Context: an optimization exercise on an open-source flow, tuned for small area. The choices shown serve that exercise and are no tape-out recipe. The RTL of this run was laid out without a check of its function. Power figures rest on the tool's default switching activity, not on a simulated workload.

==> design.v <==
module usb_rx (
    input logic clk,
    input logic n_rst,
    input logic dplus_in,
    input logic dminus_in,
    input logic [6:0] buffer_occupancy,
    output logic [2:0] rx_packet,
    output logic rx_data_ready,
    output logic rx_transfer_active,
    output logic rx_error,
    output logic flush,
    output logic store_rx_packet_data,
    output logic [7:0] rx_packet_data
);
    localparam logic [3:0] S_IDLE = 4'd0, S_SYNC_WAIT = 4'd1, S_MATCH = 4'd2, S_TOKEN = 4'd3,
                           S_MATCH_ERR = 4'd4, S_HS = 4'd5, S_DATA = 4'd6, S_INOUT = 4'd7,
                           S_STORE = 4'd8, S_DATA_WAIT = 4'd9, S_EOP1 = 4'd10, S_EOP2 = 4'd11,
                           S_PACK = 4'd12, S_EOP_ERROR = 4'd13, S_ERROR = 4'd14;
    logic dp_meta, dp_s, dm_meta, dm_s, dp_prev, dec_prev;
    logic [2:0] q1;
    logic [3:0] c2;
    logic [6:0] cc;
    logic [3:0] state, nxt_state;
    logic [2:0] nxt_pid;
    logic active, shift_en, byte_received, d_edge, eop, d_orig;
    logic addr_en, eop_en, address_comp, eop_1_comp, eop_comp;
    assign shift_en = q1 == 3'd4;
    assign byte_received = c2[3];
    assign d_edge = dp_prev & !dp_s;
    assign eop = !dm_s & !dp_s;
    assign d_orig = !(dp_s ^ dec_prev);
    assign address_comp = cc == 7'd125;
    assign eop_1_comp = cc == 7'd8;
    assign eop_comp = cc[3:0] == 4'd0;
    always_ff @(posedge clk, negedge n_rst) begin
        if (!n_rst) begin
            dp_meta <= 1'b1;
            dp_s <= 1'b1;
            dm_meta <= 1'b0;
            dm_s <= 1'b0;
            dp_prev <= 1'b0;
            dec_prev <= 1'b1;
            rx_packet_data <= 8'hff;
            q1 <= 3'd0;
            c2 <= 4'd0;
            cc <= 7'd0;
            state <= S_IDLE;
            rx_packet <= 3'd0;
        end else begin
            dp_meta <= dplus_in;
            dp_s <= dp_meta;
            dm_meta <= dminus_in;
            dm_s <= dm_meta;
            dp_prev <= dp_s;
            if (!active) dec_prev <= 1'b1;
            else if (shift_en) dec_prev <= dp_s;
            if (shift_en) rx_packet_data <= {rx_packet_data[6:0], d_orig};
            q1 <= active ? q1 + 3'd1 : 3'd0;
            if (!active) c2 <= 4'd0;
            else if (shift_en) c2 <= c2[3] ? 4'd1 : c2 + 4'd1;
            if (!active || (addr_en && address_comp)) cc <= 7'd0;
            else if (addr_en || eop_en) cc <= cc + 7'd1;
            state <= nxt_state;
            rx_packet <= nxt_pid;
        end
    end
    always_comb begin
        nxt_state = state;
        nxt_pid = 3'd0;
        active = 1'b1;
        flush = 1'b0;
        rx_error = 1'b0;
        store_rx_packet_data = 1'b0;
        rx_data_ready = 1'b0;
        addr_en = 1'b0;
        eop_en = 1'b0;
        case (state)
            S_IDLE: begin
                active = 1'b0;
                if (d_edge) nxt_state = S_SYNC_WAIT;
            end
            S_SYNC_WAIT: begin
                flush = 1'b1;
                if (byte_received) nxt_state = S_MATCH;
                else if (eop) nxt_state = S_ERROR;
            end
            S_MATCH: begin
                if (rx_packet_data == 8'b00000001) nxt_state = S_TOKEN;
                else begin
                    rx_error = 1'b1;
                    nxt_state = S_MATCH_ERR;
                end
            end
            S_TOKEN: begin
                case (rx_packet_data)
                    8'b00011110: begin nxt_state = S_INOUT; nxt_pid = 3'b010; end
                    8'b10010110: begin nxt_state = S_INOUT; nxt_pid = 3'b001; end
                    8'b00111100: begin nxt_state = S_DATA; nxt_pid = 3'b011; end
                    8'b10110100: begin nxt_state = S_DATA; nxt_pid = 3'b100; end
                    8'b00101101: begin nxt_state = S_HS; nxt_pid = 3'b101; end
                    8'b10100101: begin nxt_state = S_HS; nxt_pid = 3'b111; end
                    8'b11100001: begin nxt_state = S_HS; nxt_pid = 3'b000; end
                    default: begin
                        if (eop && !byte_received) begin
                            rx_error = 1'b1;
                            nxt_state = S_ERROR;
                        end else if (eop) nxt_state = S_EOP1;
                    end
                endcase
            end
            S_MATCH_ERR: begin
                rx_error = 1'b1;
                if (eop) nxt_state = S_EOP1;
            end
            S_HS: nxt_state = S_EOP1;
            S_DATA: begin
                if (eop || buffer_occupancy == 7'd64) nxt_state = S_ERROR;
                else if (byte_received) nxt_state = S_STORE;
            end
            S_INOUT: begin
                addr_en = 1'b1;
                if (address_comp) nxt_state = S_EOP1;
                else if (eop) nxt_state = S_ERROR;
            end
            S_STORE: begin
                store_rx_packet_data = 1'b1;
                if (eop) nxt_state = S_EOP1;
                else if (buffer_occupancy == 7'd64) nxt_state = S_ERROR;
                else nxt_state = S_DATA_WAIT;
            end
            S_DATA_WAIT: begin
                if (byte_received) nxt_state = S_STORE;
                else if (eop) nxt_state = S_EOP1;
            end
            S_EOP1: begin
                eop_en = 1'b1;
                if (eop_1_comp) nxt_state = eop ? S_EOP2 : S_EOP_ERROR;
            end
            S_EOP2: begin
                eop_en = 1'b1;
                if (eop_comp && eop) nxt_state = S_PACK;
            end
            S_PACK: begin
                rx_data_ready = 1'b1;
                nxt_state = S_IDLE;
            end
            S_EOP_ERROR: begin
                active = 1'b0;
                rx_error = 1'b1;
                if (d_edge) nxt_state = S_MATCH;
            end
            S_ERROR: begin
                active = 1'b0;
                rx_error = 1'b1;
                flush = 1'b1;
                if (d_edge) nxt_state = S_MATCH;
            end
            default: ;
        endcase
    end
    assign rx_transfer_active = active;
endmodule
module usb_tx (
    input logic clk,
    input logic n_rst,
    input logic [2:0] tx_packet,
    input logic [7:0] tx_packet_data,
    input logic [6:0] buffer_occupancy,
    output logic tx_transfer_active,
    output logic tx_error,
    output logic get_tx_packet_data,
    output logic dplus_out,
    output logic dminus_out
);
    localparam logic [3:0] IDLE = 4'd0, SYNC = 4'd1, ID = 4'd2, DATA = 4'd3, CRC1 = 4'd4,
                           CRC2 = 4'd5, EOP1 = 4'd6, EOP2 = 4'd7, EEOP1 = 4'd8;
    localparam logic [1:0] T_IDLE = 2'd0, T_SHORT1 = 2'd1, T_SHORT2 = 2'd2, T_LONG = 2'd3;
    logic [3:0] state, next_state;
    logic [1:0] tstate;
    logic [3:0] c1, c2;
    logic en_reg, next_load_enable_reg, shift_encoder;
    logic [2:0] tx_packet_reg, tx_packet_sync;
    logic [7:0] sr, parallel_data;
    logic active, shift_strobe, packet_done, next_load_enable, load_enable, next_eop;
    logic occ0, next_d_plus;
    assign occ0 = buffer_occupancy == 7'd0;
    assign active = state != IDLE;
    assign tx_transfer_active = active;
    assign tx_error = state == EEOP1;
    assign next_eop = state == EOP1 || state == EOP2 || state == EEOP1;
    assign shift_strobe = c1[3] && (c1[0] == (tstate == T_LONG));
    assign packet_done = c2[3] && shift_strobe;
    assign next_load_enable = tx_packet == 3'd1 || tx_packet == 3'd2 || tx_packet == 3'd3 || tx_packet == 3'd4;
    assign load_enable = next_load_enable && !next_load_enable_reg && !active;
    assign tx_packet_sync = active ? tx_packet_reg : tx_packet;
    assign get_tx_packet_data = packet_done &&
        ((state == ID && tx_packet_sync == 3'd1) || (state == DATA && !occ0));
    assign next_d_plus = !active ? 1'b1 : (shift_encoder && !sr[0]) ? !dplus_out : dplus_out;
    always_ff @(posedge clk, negedge n_rst) begin
        if (!n_rst) begin
            state <= IDLE;
            tstate <= T_IDLE;
            c1 <= 4'd0;
            c2 <= 4'd0;
            en_reg <= 1'b0;
            next_load_enable_reg <= 1'b0;
            shift_encoder <= 1'b0;
            tx_packet_reg <= 3'd0;
            sr <= 8'hff;
            dplus_out <= 1'b1;
            dminus_out <= 1'b0;
        end else begin
            state <= next_state;
            en_reg <= active;
            next_load_enable_reg <= next_load_enable;
            shift_encoder <= shift_strobe || load_enable;
            tx_packet_reg <= tx_packet_sync;
            if (!active) begin
                tstate <= T_IDLE;
                c1 <= 4'd0;
                c2 <= 4'd0;
            end else begin
                case (tstate)
                    T_IDLE: tstate <= T_SHORT1;
                    T_SHORT1: if (shift_strobe) tstate <= T_SHORT2;
                    T_SHORT2: if (shift_strobe) tstate <= T_LONG;
                    default: if (shift_strobe) tstate <= T_SHORT1;
                endcase
                c1 <= shift_strobe ? 4'd1 : c1 + 4'd1;
                if (shift_strobe || !en_reg) c2 <= c2[3] ? 4'd1 : c2 + 4'd1;
            end
            if (load_enable || packet_done) sr <= parallel_data;
            else if (shift_strobe) sr <= {1'b1, sr[7:1]};
            if (next_eop) begin
                dplus_out <= 1'b0;
                dminus_out <= 1'b0;
            end else begin
                dplus_out <= next_d_plus;
                dminus_out <= !next_d_plus;
            end
        end
    end
    always_comb begin
        next_state = state;
        case (state)
            IDLE: if (tx_packet != 3'd0) next_state = SYNC;
            SYNC: if (packet_done) next_state = ID;
            ID: if (packet_done) begin
                    if (tx_packet_sync == 3'd1) next_state = occ0 ? EEOP1 : DATA;
                    else next_state = EOP1;
                end
            DATA: if (packet_done && occ0) next_state = CRC1;
            CRC1: if (packet_done) next_state = CRC2;
            CRC2: if (packet_done) next_state = EOP1;
            EOP1: if (shift_strobe) next_state = EOP2;
            EOP2: if (shift_strobe) next_state = IDLE;
            EEOP1: if (shift_strobe) next_state = EOP2;
            default: ;
        endcase
    end
    always_comb begin
        parallel_data = 8'hff;
        case (state)
            IDLE: parallel_data = 8'b10000000;
            SYNC: case (tx_packet_sync)
                    3'd1: parallel_data = 8'b11000011;
                    3'd2: parallel_data = 8'b11010010;
                    3'd3: parallel_data = 8'b01011010;
                    3'd4: parallel_data = 8'b00011110;
                    default: ;
                endcase
            ID: parallel_data = tx_packet_data;
            DATA: parallel_data = occ0 ? 8'b10011111 : tx_packet_data;
            CRC1: parallel_data = 8'b00100010;
            default: ;
        endcase
    end
endmodule
module data_buffer (
    input logic clk,
    input logic n_rst,
    input logic get_rx_data,
    input logic store_tx_data,
    input logic [7:0] tx_data,
    input logic clear,
    input logic get_tx_packet_data,
    input logic [7:0] rx_packet_data,
    input logic store_rx_packet_data,
    input logic flush,
    output logic [6:0] buffer_occupancy,
    output logic [7:0] rx_data,
    output logic [7:0] tx_packet_data
);
logic [7:0] mem [0:62];
logic [5:0] w_addr, r_addr;
logic wrapped;
logic st, gt, occ64, occ0, wr_ok, rd_ok, w63, r63, w0, r0;
logic [5:0] wslot, rslot;
logic do_write, do_read_tx, do_read_rx, wr_any, rd_clr, fl;
logic [7:0] wd, rd;
logic [62:0] wsel, rsel;
assign st = store_rx_packet_data | store_tx_data;
assign gt = get_rx_data | get_tx_packet_data;
assign occ64 = buffer_occupancy[6];
assign occ0 = buffer_occupancy == 7'd0;
assign wr_ok = !occ64 && buffer_occupancy[5:0] != 6'd63;
assign rd_ok = buffer_occupancy[6:1] != 6'd0;
assign w63 = w_addr == 6'd63;
assign r63 = r_addr == 6'd63;
assign w0 = w_addr == 6'd0;
assign r0 = r_addr == 6'd0;
assign wslot = w63 ? 6'd0 : w_addr;
assign rslot = r63 ? 6'd0 : r_addr;
assign wr_any = st && wr_ok;
assign do_write = wr_any && (store_rx_packet_data || !w63 || !r0);
assign do_read_tx = !st && get_tx_packet_data && rd_ok && !(r63 && w0);
assign rd_clr = !st && get_tx_packet_data && rd_ok && r63 && w0;
assign do_read_rx = !st && !get_tx_packet_data && get_rx_data && rd_ok && (r_addr != w_addr);
assign fl = !st && !gt && (flush || clear);
assign wd = store_rx_packet_data ? rx_packet_data : tx_data;
always_ff @(posedge clk, negedge n_rst) begin
    if (!n_rst) begin
        buffer_occupancy <= 7'd0;
        w_addr <= 6'd0;
        r_addr <= 6'd0;
        wrapped <= 1'b0;
    end else begin
        if (st) begin
            if (!occ64) buffer_occupancy <= buffer_occupancy + 7'd1;
        end else if (gt) begin
            if (!occ0) buffer_occupancy <= buffer_occupancy - 7'd1;
        end else if (flush || clear) begin
            buffer_occupancy <= 7'd0;
        end
        if (fl) begin
            w_addr <= 6'd0;
            r_addr <= 6'd0;
            wrapped <= 1'b0;
        end else begin
            if (wr_any) w_addr <= do_write ? wslot + 6'd1 : 6'd0;
            if (do_read_tx || do_read_rx) r_addr <= rslot + 6'd1;
            else if (rd_clr) r_addr <= 6'd0;
            if (w63) wrapped <= 1'b1;
        end
    end
end
fifo_dec wdec (.en(do_write), .a(w_addr), .sel(wsel));
fifo_dec rdec (.en(1'b1), .a(r_addr), .sel(rsel));
genvar s, b;
generate
    for (s = 0; s < 63; s = s + 1) begin : g_slot
        always_ff @(posedge clk) begin
            if (wsel[s]) mem[s] <= wd;
        end
    end
    for (b = 0; b < 8; b = b + 1) begin : g_bit
        logic [62:0] col;
        for (s = 0; s < 63; s = s + 1) begin : g_col
            assign col[s] = mem[s][b];
        end
        fifo_rdbit rb (.sel(rsel), .d(col), .y(rd[b]));
    end
endgenerate
logic valid;
assign valid = wrapped || rslot < w_addr;
assign tx_packet_data = (do_read_tx && valid) ? rd : 8'd0;
assign rx_data = (do_read_rx && valid) ? rd : 8'd0;
endmodule
module fifo_dec (
    input logic en,
    input logic [5:0] a,
    output logic [62:0] sel
);
logic [7:0] hi_n, lo_n;
fifo_predec ph (.en(en), .a(a[5:3]), .y_n(hi_n));
fifo_predec pl (.en(1'b1), .a(a[2:0]), .y_n(lo_n));
always_comb begin
    for (int k = 0; k < 63; k++) sel[k] = !(hi_n[k / 8] | lo_n[k % 8]);
    sel[0] = !((hi_n[0] | lo_n[0]) & (hi_n[7] | lo_n[7]));
end
endmodule
module fifo_predec (
    input logic en,
    input logic [2:0] a,
    output logic [7:0] y_n
);
always_comb
    for (int k = 0; k < 8; k++) y_n[k] = !(en && a == k);
endmodule
module fifo_rdbit (
    input logic [62:0] sel,
    input logic [62:0] d,
    output logic y
);
logic [20:0] part_n;
genvar g;
generate
    for (g = 0; g < 21; g = g + 1) begin : g_aoi
        fifo_aoi3 u (.a(sel[3 * g +: 3]), .b(d[3 * g +: 3]), .y(part_n[g]));
    end
endgenerate
assign y = !(&part_n);
endmodule
module fifo_aoi3 (
    input logic [2:0] a,
    input logic [2:0] b,
    output logic y
);
assign y = !((a[0] & b[0]) | (a[1] & b[1]) | (a[2] & b[2]));
endmodule
module ahb_lite_slave_cdl (
    input logic clk,
    input logic n_rst,
    input logic [2:0] rx_packet,
    input logic rx_data_ready,
    input logic rx_transfer_active,
    input logic rx_error,
    input logic [6:0] buffer_occupancy,
    input logic tx_transfer_active,
    input logic tx_error,
    input logic [7:0] rx_data,
    output logic get_rx_data,
    output logic store_tx_data,
    output logic [7:0] tx_data,
    output logic clear,
    output logic [2:0] tx_packet,
    output logic d_mode,
    input logic hsel,
    input logic [7:0] haddr,
    input logic [1:0] hsize,
    input logic [1:0] htrans,
    input logic [2:0] hburst,
    input logic hwrite,
    input logic [31:0] hwdata,
    output logic [31:0] hrdata,
    output logic hresp,
    output logic hready
);  
    logic write;
    logic [3:0]addr;
    logic [1:0]size;
    logic [31:0]db;
    logic [31:0]n_hrdata;
    logic [31:0]n_data_buffer;
    logic [7:0] n_tx_packet;
    logic [31:0]n_db;
    logic [31:0]db1;
    logic [31:0]n_db1;
    logic n_clear;
    logic [1:0]ssize;
    typedef enum logic [3:0] {idle, load1, load2, load3, load4, done,hold, store1, store2, store3, store4} slog;
    slog state;
    slog nstate;
    always_ff @ (posedge clk, negedge n_rst) begin
        if (!n_rst) begin
            hrdata <= 32'd0;
            addr <= 4'd0;
            write <= 0;
            size <= 2'b0;
            db <= 32'b0;
            state <= idle;
            tx_packet <= 0;
            clear <= 0;
            db1 <= 32'b0;
        end
        else begin
            hrdata <= n_hrdata;
            addr <= haddr;
            size <= (haddr == 0 & htrans == 2) ? hsize: size;
            write <= hwrite;
            db <= n_db;
            state <= nstate;
            tx_packet <= n_tx_packet[2:0];
            clear <= n_clear;
            db1 <= n_db1;
        end
    end
    always_comb begin
        hresp = ((hwrite == 1 && (haddr == 4 || haddr == 5 || haddr == 6 || haddr == 7 || haddr == 8)) || (haddr == 9 || haddr == 10 || haddr == 11 || haddr > 13));
    end
    always_comb begin
        hready = 1;
        ssize = hsize;
        nstate = state;
        n_db = db;
        tx_data = 0;
        store_tx_data = 0;
        get_rx_data = 0;
        case(state)
        idle:  begin
            if(hwrite == 0 && hsel == 1 && htrans == 2) begin
                if(hsize == 0) begin
                    case(haddr)
                        0: begin nstate = done; n_db [7:0] = rx_data;get_rx_data = 1; hready = 0; end
                        1: begin nstate = done; n_db [15:8] = rx_data;get_rx_data = 1;hready = 0; end
                        2: begin nstate = done; n_db [23:16] = rx_data;get_rx_data = 1;hready = 0;end
                        3: begin nstate = done; n_db [31:24] = rx_data;get_rx_data = 1;hready = 0;end
                    endcase
                end
                if(hsize == 1) begin
                    case(haddr)
                        0, 1: begin nstate = load2; n_db [7:0] = rx_data;get_rx_data = 1;hready = 0;  end
                        2, 3: begin nstate = load4; n_db [23:16] = rx_data;get_rx_data = 1;hready = 0;end
                    endcase
                end
                if(hsize == 2) begin
                    case(haddr)
                        0,1,2,3: begin nstate = load2; n_db [7:0] = rx_data;get_rx_data = 1;hready = 0;end
                    endcase
                end
            end
            if(write == 1 && hsel == 1) begin
                ssize = hsize;
                if (size == 0) begin
                    case(addr) 
                    0: nstate = store1;
                    1: nstate = store2;
                    2: nstate = store3;
                    3: nstate = store4;
                    endcase
                end
                if (size == 1) begin
                    case(addr)
                    0,1: nstate = store1;
                    2,3: nstate = store3;
                    endcase
                end
                if (size == 2) begin
                    case(addr)
                    0,1,2,3: nstate = store1;
                    endcase
                end
            end
        end
        load2: begin
            hready = 0;
            get_rx_data = 1;
            n_db[15:8] = rx_data;
            if (size == 2) begin
                nstate = load3;
            end
            else
                nstate = done;
        end
        load3: begin
            hready = 0;
            get_rx_data = 1;
            n_db[23:16] = rx_data;
            nstate = load4;
        end
        load4: begin
            hready = 0;
            get_rx_data = 1;
            n_db[31:24] = rx_data;
            nstate = done;
        end
        done: begin
            nstate = hold;
            hready = 1;
        end
        hold: begin 
            hready = 1;
            nstate = idle;
        end
        store1: begin
            hready = 0;
            store_tx_data = 1;
            tx_data = db1[7:0];
            if ((size == 1) || (size == 2)) begin
                nstate = store2;
                ssize = size;
            end
            else 
                nstate = idle;
        end
        store2: begin
            hready = 0;
            store_tx_data = 1;
            tx_data = db1[15:8];
            if (size == 2) begin
                nstate = store3;
                ssize = size;
            end
            else
                nstate = idle;
        end
        store3: begin
            hready = 0;
            store_tx_data = 1;
            tx_data = db1[23:16];
            if ((size == 1) || (size == 2)) begin
                nstate = store4;
                ssize = size;
            end
            else 
                nstate = idle;
        end
        store4: begin
            hready = 0;
            store_tx_data = 1;
            tx_data = db1[31:24];
            nstate = idle;
        end
        endcase
    end
    always_comb begin
        n_hrdata = hrdata;
        n_clear = 0;
        n_tx_packet = tx_transfer_active ? 0 : tx_packet;
        n_db1 = db1;
        if(hsel == 1) begin
            if(hwrite == 0) begin
                if (hsize == 0) begin
                            case(haddr)
                            0: n_hrdata[7:0] = db[7:0];
                            1: n_hrdata[15:8] = db[15:8];
                            2: n_hrdata[23:16] = db[23:16];
                            3: n_hrdata[31:24] = db[31:24];
                            4: begin
                                n_hrdata[0] = rx_data_ready;
                                if (rx_packet == 3'b001)
                                    n_hrdata[1] = 1;
                                else if (rx_packet == 3'b010)
                                    n_hrdata[2] = 1;
                                else if (rx_packet == 3'b110)
                                    n_hrdata[3] = 1;
                                else if (rx_packet == 3'b111)
                                    n_hrdata[4] = 1;
                            end
                            5: begin
                                n_hrdata[8] = rx_transfer_active;
                                n_hrdata[9] = tx_transfer_active;
                            end
                            6: n_hrdata[0] = rx_error;
                            7: n_hrdata[8] = tx_error;
                            8: n_hrdata = buffer_occupancy;
                            12: n_hrdata = tx_packet;
                            13: n_hrdata = clear;
                            endcase
                        end
                else if (hsize == 1) begin
                            case(haddr)
                            0,1: n_hrdata[15:0] = db[15:0];
                            2,3: n_hrdata[31:16] = db[31:16];
                            4,5:begin
                                n_hrdata[0] = rx_data_ready;
                                if (rx_packet == 3'b001)
                                    n_hrdata[1] = 1;
                                else if (rx_packet == 3'b010)
                                    n_hrdata[2] = 1;
                                else if (rx_packet == 3'b110)
                                    n_hrdata[3] = 1;
                                else if (rx_packet == 3'b111)
                                    n_hrdata[4] = 1;
                                n_hrdata[8] = rx_transfer_active;
                                n_hrdata[9] = tx_transfer_active;
                            end
                            6, 7: n_hrdata = {23'b0, tx_error, 7'b0, rx_error};
                            8: n_hrdata = buffer_occupancy;
                            12,13: n_hrdata = {23'b0, clear, 5'b0, tx_packet};
                            endcase
                        end
                else if (hsize == 2) begin
                            case(haddr)
                            0,1,2,3: n_hrdata[31:0] = db[31:0];
                            4,5,6,7: begin
                                n_hrdata[15:0] = {6'b0, tx_transfer_active, rx_transfer_active, 3'b0, rx_packet == 3'b111, rx_packet == 3'b110, rx_packet == 3'b010, rx_packet == 3'b001, rx_data_ready};
                                n_hrdata[31:16] = {7'b0, tx_error, 7'b0, rx_error};
                            end
                            8: n_hrdata = buffer_occupancy;
                            12: n_hrdata = {23'b0, clear, 5'b0, tx_packet};
                            13: n_hrdata = {23'b0, clear, 5'b0, tx_packet};
                            endcase
                        end
            end
            if (write == 1) begin
                if (size == 0) begin    
                            case(addr)
                            0: n_db1[7:0] = hwdata[7:0];
                            1: n_db1[15:8] = hwdata[15:8];
                            2: n_db1[23:16] = hwdata[23:16];
                            3: n_db1[31:24] = hwdata[31:24];
                            12: begin
                                if (hwdata <= 4) begin
                                    n_tx_packet = hwdata[7:0];
                                end
                            end
                            13: n_clear = hwdata[0];
                            endcase
                    end
                else if (size == 1) begin
                            case(addr)
                            0: n_db1[15:0] = hwdata[15:0];
                            1: n_db1[15:0] = hwdata[15:0];
                            2: n_db1[31:16] = hwdata[31:16];
                            3: n_db1[31:16] = hwdata[31:16];
                            12: begin
                                if (hwdata <= 4) begin
                                    n_tx_packet = hwdata[7:0];
                                end
                            end
                            13: n_clear = hwdata[0];
                            endcase
                end
                else if (size == 2) begin
                            case(addr)
                            0: n_db1[31:0] = hwdata[31:0];
                            1: n_db1[31:0] = hwdata[31:0];
                            2: n_db1[31:0] = hwdata[31:0];
                            3: n_db1[31:0] = hwdata[31:0];
                            12: begin
                                if (hwdata <= 4) begin
                                    n_tx_packet = hwdata[7:0];
                                end
                            end
                            13: n_clear = hwdata[0];
                            endcase
                end
            end
        end
    end
    always_comb begin
        d_mode = 0;
        if (tx_transfer_active)
            d_mode = 1;
    end
endmodule
module usb_cdl(
    input logic clk,
    input logic n_rst,
    input logic hsel,
    input logic [7:0] haddr,
    input logic [1:0] hsize,
    input logic [1:0] htrans,
    input logic [2:0] hburst,
    input logic hwrite,
    input logic [31:0] hwdata,
    output logic [31:0] hrdata,
    output logic hresp,
    output logic hready,
    input logic dplus_in,
    input logic dminus_in,
    output logic dplus_out,
    output logic dminus_out,
    output logic d_mode
);
    logic [2:0] rx_packet;
    logic rx_data_ready, rx_transfer_active, rx_error, flush, store_rx_packet_data;
    logic [2:0] tx_packet;
    logic tx_data_ready, tx_transfer_active, tx_error, get_tx_packet_data;
    logic get_rx_data, store_rx_data, get_tx_data, store_tx_data, clear;
    logic [6:0] buffer_occupancy;
    logic [7:0] rx_data, tx_data, tx_packet_data, rx_packet_data;
    ahb_lite_slave_cdl DUT1(
		.clk(clk), .n_rst(n_rst),
        .rx_packet(rx_packet),
        .rx_data_ready(rx_data_ready),
        .rx_transfer_active(rx_transfer_active),
        .rx_error(rx_error),
        .buffer_occupancy(buffer_occupancy),
        .tx_transfer_active(tx_transfer_active),
        .tx_error(tx_error),
        .rx_data(rx_data),
        .get_rx_data(get_rx_data),
        .store_tx_data(store_tx_data),
        .tx_data(tx_data),
        .clear(clear),
        .tx_packet(tx_packet),
        .d_mode(d_mode),
        .hsel(hsel),
        .haddr(haddr),
        .hsize(hsize),
        .htrans(htrans),
        .hburst(hburst),
        .hwrite(hwrite),
        .hwdata(hwdata),
        .hrdata(hrdata),
        .hresp(hresp),
        .hready(hready)
    );
    usb_rx DUT2 (
		.clk(clk), .n_rst(n_rst),
        .dplus_in(dplus_in),
        .dminus_in(dminus_in),
        .buffer_occupancy(buffer_occupancy),
        .rx_packet(rx_packet),
        .rx_data_ready(rx_data_ready),
        .rx_transfer_active(rx_transfer_active),
        .rx_error(rx_error),
        .flush(flush),
        .store_rx_packet_data(store_rx_packet_data),
        .rx_packet_data(rx_packet_data)
    );
    usb_tx DUT3 (
		.clk(clk), .n_rst(n_rst),
        .tx_packet(tx_packet),
        .tx_packet_data(tx_packet_data),
        .buffer_occupancy(buffer_occupancy),
        .tx_transfer_active(tx_transfer_active),
        .tx_error(tx_error),
        .get_tx_packet_data(get_tx_packet_data),
        .dplus_out(dplus_out),
        .dminus_out(dminus_out)
    );
    data_buffer DUT4 (
		.clk(clk), .n_rst(n_rst),
        .buffer_occupancy(buffer_occupancy),
        .rx_data(rx_data),
        .get_rx_data(get_rx_data),
        .store_tx_data(store_tx_data),
        .tx_data(tx_data),
        .clear(clear),
        .tx_packet_data(tx_packet_data),
        .get_tx_packet_data(get_tx_packet_data),
        .rx_packet_data(rx_packet_data),
        .store_rx_packet_data(store_rx_packet_data),
        .flush(flush)
    );
endmodule
==> run.sh <==
#!/bin/bash
# synth_recipe.tcl (not shown) runs the flow's synth.tcl, then flattens the netlist and writes it again
# the make line also repeats each setting of config.mk as NAME=value (left out here)
make -C /OpenROAD-flow-scripts/flow DESIGN_CONFIG=/design/flow/config.mk WORK_HOME=/design/flow/orfs CLKGATE_MAP_FILE= SYNTH_SCRIPT=/design/flow/synth_recipe.tcl finish
==> config.mk <==
export PLATFORM = sky130hd
export DESIGN_NAME = usb_cdl
export DESIGN_NICKNAME = usb_cdl
export VERILOG_FILES = /design/flow/design.v
export SDC_FILE = /design/flow/constraint.sdc
export NUM_CORES = 4
export LEC_CHECK = 0
export CAP_MARGIN = 20
export CORE_MARGIN = 2
export CORE_UTILIZATION = 40
export SLEW_MARGIN = 20
export SYNTH_HIERARCHICAL = 1
==> constraint.sdc <==
create_clock -name core_clock -period 10.0 [get_ports {clk}]
set_input_delay 2.0000 -clock core_clock [delete_from_list [all_inputs] [get_ports {clk}]]
set_output_delay 2.0000 -clock core_clock [all_outputs]
set_load 0.01 [all_outputs]
==> impl_metrics.toml <==
[outcome]
outcome = "finished clean"

[detailed_routing]
antenna_left = 0
vias = 20230
drc = 0
drt-initial-drc-count = 2628
wl_per_cell_um = 23.38
wl_mm = 79.13
via_per_inst = 5.977
dr.pass1.iters = 9

[grt]
antenna_found_initial = 0
grt_pass1_vias = 20310
grt_max_degree = 91
grt_pass1_wl_mm = 121.0
overflow = 0
track_usage_pct = 20.08

[logic_synthesis]
yosysUniqueCellTypes = 114
ys_seq_elements = 700
synth_edf_count = 504
synthesis.area_um2 = 30410
synth_warnings = 13
async_flop_share_pct = 28.00
syn_avg_cell_area_um2 = 13.57
ys_seq_area_share_pct = 65.98
synthCells = 2240
synth_ff_type = "edfxtp_1"

[cts]
cts_hold_buf = 0
post_cts.repair.setup_buffers = 0
clock_latency_ns = 0.64
cts-root-buf = "clkbuf_16"
cts_repair_resize_count = 0
cts_sinks = 700
numCtsBuffers = 75
cts.path.max_buffers = 3
cts_tree = "done"
clkSlewWorstSetupHoldPaths_ns = 0.06
cts.htree.levels = 3

[place]
gp_congestion = 0.9155
io_buffers = 86
dp_hpwl_mm = 51.76

[critical_path]
critPathMostFrequentCell = "clkdlybuf4s50_1"
critical_path.slowest_cell = "clkdlybuf4s50_1"
cp.required_ns = 8.00
slowest_delay_ns = 0.80
path_cells = "clkdlybuf4s50_1, nor2_1, nand3_1, a21oi_1, o211ai_1, clkdlybuf4s50_1"
worst_setup_path_end_kind = "primary output"
worstSetupStartpointType = "input pin"
critPathTopFamily = "buffers and inverters"
ff2ff_setup_slack_ns = 5.41
path_buf_inv = 2
cp_max_fo = 20
crit_type = "input pin to primary output"
cp.arrival_ns = 4.58

[layout]
area_growth_pct = 14.31
top_register = "DUT4.mem"
insertedDiodeCount = 0
drive_above_1_share_pct = 12.22
nets = 2427
largest_register_ffs = 504

[timing]
fmax_mhz = 151.9
max-slew-margin-rel_pct = 33.29
fin_skew_ns = 0.03535
rsz0062_at_grt = "false"
hold_viol = 0
tightest_slew_ns = 0.9940
period_share_pct = 65.84
setup_viol = 0
hold_slack_ns = 0.3575
finalCriticalPeriod_ns = 6.584
timing.setup.tns_ns = 0
finalMaxSlewViolations = 0

[pwr]
vdd_ir_drop_max_mv = 0.1178
power_density_nw_per_um2 = 199.1
p_leak_nw = 12.28
total_power_mw = 6.919

[run]
drv_cap = 0

[die]
die_w_um = 279.7
io_pins = 90
row_count = 101
chipHeight_um = 279.7
coreArea_um2 = 75570
die_area_um2 = 78240
start_util_pct = 40.24

[min_path]
worst_hold_path_type = "register to register"
[cell type report]
type	instances	area [µm²]
Fill cell	6704	40810
Sequential cell	700	20060
Multi-Input combinational cell	1403	9704
Clock buffer	92	2002
Tap cell	978	1224
Timing Repair Buffer	104	999.7
Clock inverter	44	530.5
Inverter	63	236.5
[routing by layer]
layer / part of all wire [%] / routed length [µm] / global-route usage (%) / up-vias
met1: 41 / 32650 / 26.22 / 10160
met4: 2.9 / 2319 / 7.226 / 0
met2: 49 / 38940 / 33.89 / 810
met5: 0 / 0 / 0 / -
met3: 6.6 / 5215 / 3.211 / 144
li1: - / - / - / 9112
[path summary, 6_finish.rpt]
check / start / endpoint / cells after the start
setup / recovery: haddr[2] / hready / 6
hold / removal: DUT2.dp_meta$_DFF_PN1_ / DUT2.dp_s$_DFF_PN1_ / 0
setup reg to reg: DUT1.state[3]$_DFFE_PN0P_ / DUT4.mem[15][3]$_DFFE_PP_ / 7
hold reg to reg: DUT2.dp_meta$_DFF_PN1_ / DUT2.dp_s$_DFF_PN1_ / 0
max in group asynchronous: n_rst / DUT3.tstate[0]$_DFFE_PN0P_ / 3
min in group asynchronous: n_rst / DUT1.state[2]$_DFFE_PN0P_ / 1
[Yosys stat by module (local to each module, per instance), a selection]
module | cells inside | cell area [µm²]
data_buffer | 720 | 17060
ahb_lite_slave_cdl | 615 | 6167
usb_rx | 259 | 2272
usb_tx | 214 | 1851
fifo_dec | 80 | 345.3
fifo_predec | 8 | 76.32
fifo_rdbit | 9 | 47.55
fifo_aoi3 | 1 | 10.01
[power breakdown]
group / switching [mW] / internal [mW] / leakage [nW]
Sequential: 0.134 / 3.23 / 7.33
Clock: 1.18 / 1.63 / 1.22
Combinational: 0.467 / 0.281 / 3.72
[cells in the mapped netlist (15+ instances only)]
library cell / number / share of area [%]
inv_1: 60 / 0.74
buf_2: 46 / 0.76
nand2b_1: 22 / 0.45
a22o_1: 17 / 0.49
nor4_1: 22 / 0.45
nand3_1: 41 / 0.67
and2_1: 24 / 0.49
a222oi_1: 170 / 5.6
ha_1: 27 / 1.1
nand2_1: 159 / 2.0
nor3_1: 17 / 0.28
mux2i_1: 35 / 1.2
nor2b_1: 24 / 0.49
mux2_2: 77 / 2.9
edfxtp_1: 504 / 50
clkbuf_1: 27 / 0.33
a21oi_1: 64 / 1.1
nand4_1: 53 / 1.1
dfrtp_1: 176 / 14
nand4b_1: 15 / 0.43
dfstp_2: 20 / 1.7
o21ai_0: 80 / 1.3
nor2_1: 234 / 2.9
xnor2_1: 19 / 0.55
[cells in the final DEF, fill, tap and decap left out, drive strengths merged, types with 63 or more instances in the layout]
cell type        n
edfxtp         504
inv             63
clkdlybuf4s50   85
nor2           237
a222oi         170
a21oi           69
o21ai           86
clkbuf          93
mux2            80
nand2          160
dfrtp          176
[kinds of logic after synthesis]
kind of cell / after synthesis / share of synthesized area [%]
compound gates: 507 / 13.73
buf+inv: 158 / 2.362
fa+ha+maj: 28 / 1.148
other cells: 3 / 0.03703
mux: 115 / 4.115
flops: 700 / 65.98
xor+xnor: 26 / 0.7489
simple gates: 703 / 11.87
[per-stage QoR]
stage,utilization [%],worst slack [ns],instances,area [µm²]
detailed placement,42.65,3.421,3248,32230
global route,46.00,3.188,3384,34760
global placement,42.65,3.456,3248,32230
CTS,46.00,3.421,3384,34760
finish,46.00,3.416,3384,34760
floorplan,-,4.902,2261,30490

## afterwards: timing with drivers on the ports
The flow's constraints put no driver on any port. The routed layout listed below was extracted and timed again, unchanged, in two steps.
Step 1 assumes that a clkbuf_16 drives the clock port and a buf_2 every other input.
Step 2, shift: input delay + t, output delay - t, t = (earliest + latest rising clock arrival at the registers) / 2. This alone moves slack from input paths to output paths.
a / b / c = ideal / step 1 / step 2; a / b = the first two.
shift t [ns]: 0.685
setup WS [ns]: 3.416 / 3.393 / 3.393
worst register clock-pin slew, ns: 0.07 / 0.07
After both steps this run still meets setup and hold. For this run, drivers alone change the setup slack by -0.023 ns; drivers and shift together by -0.023 ns.
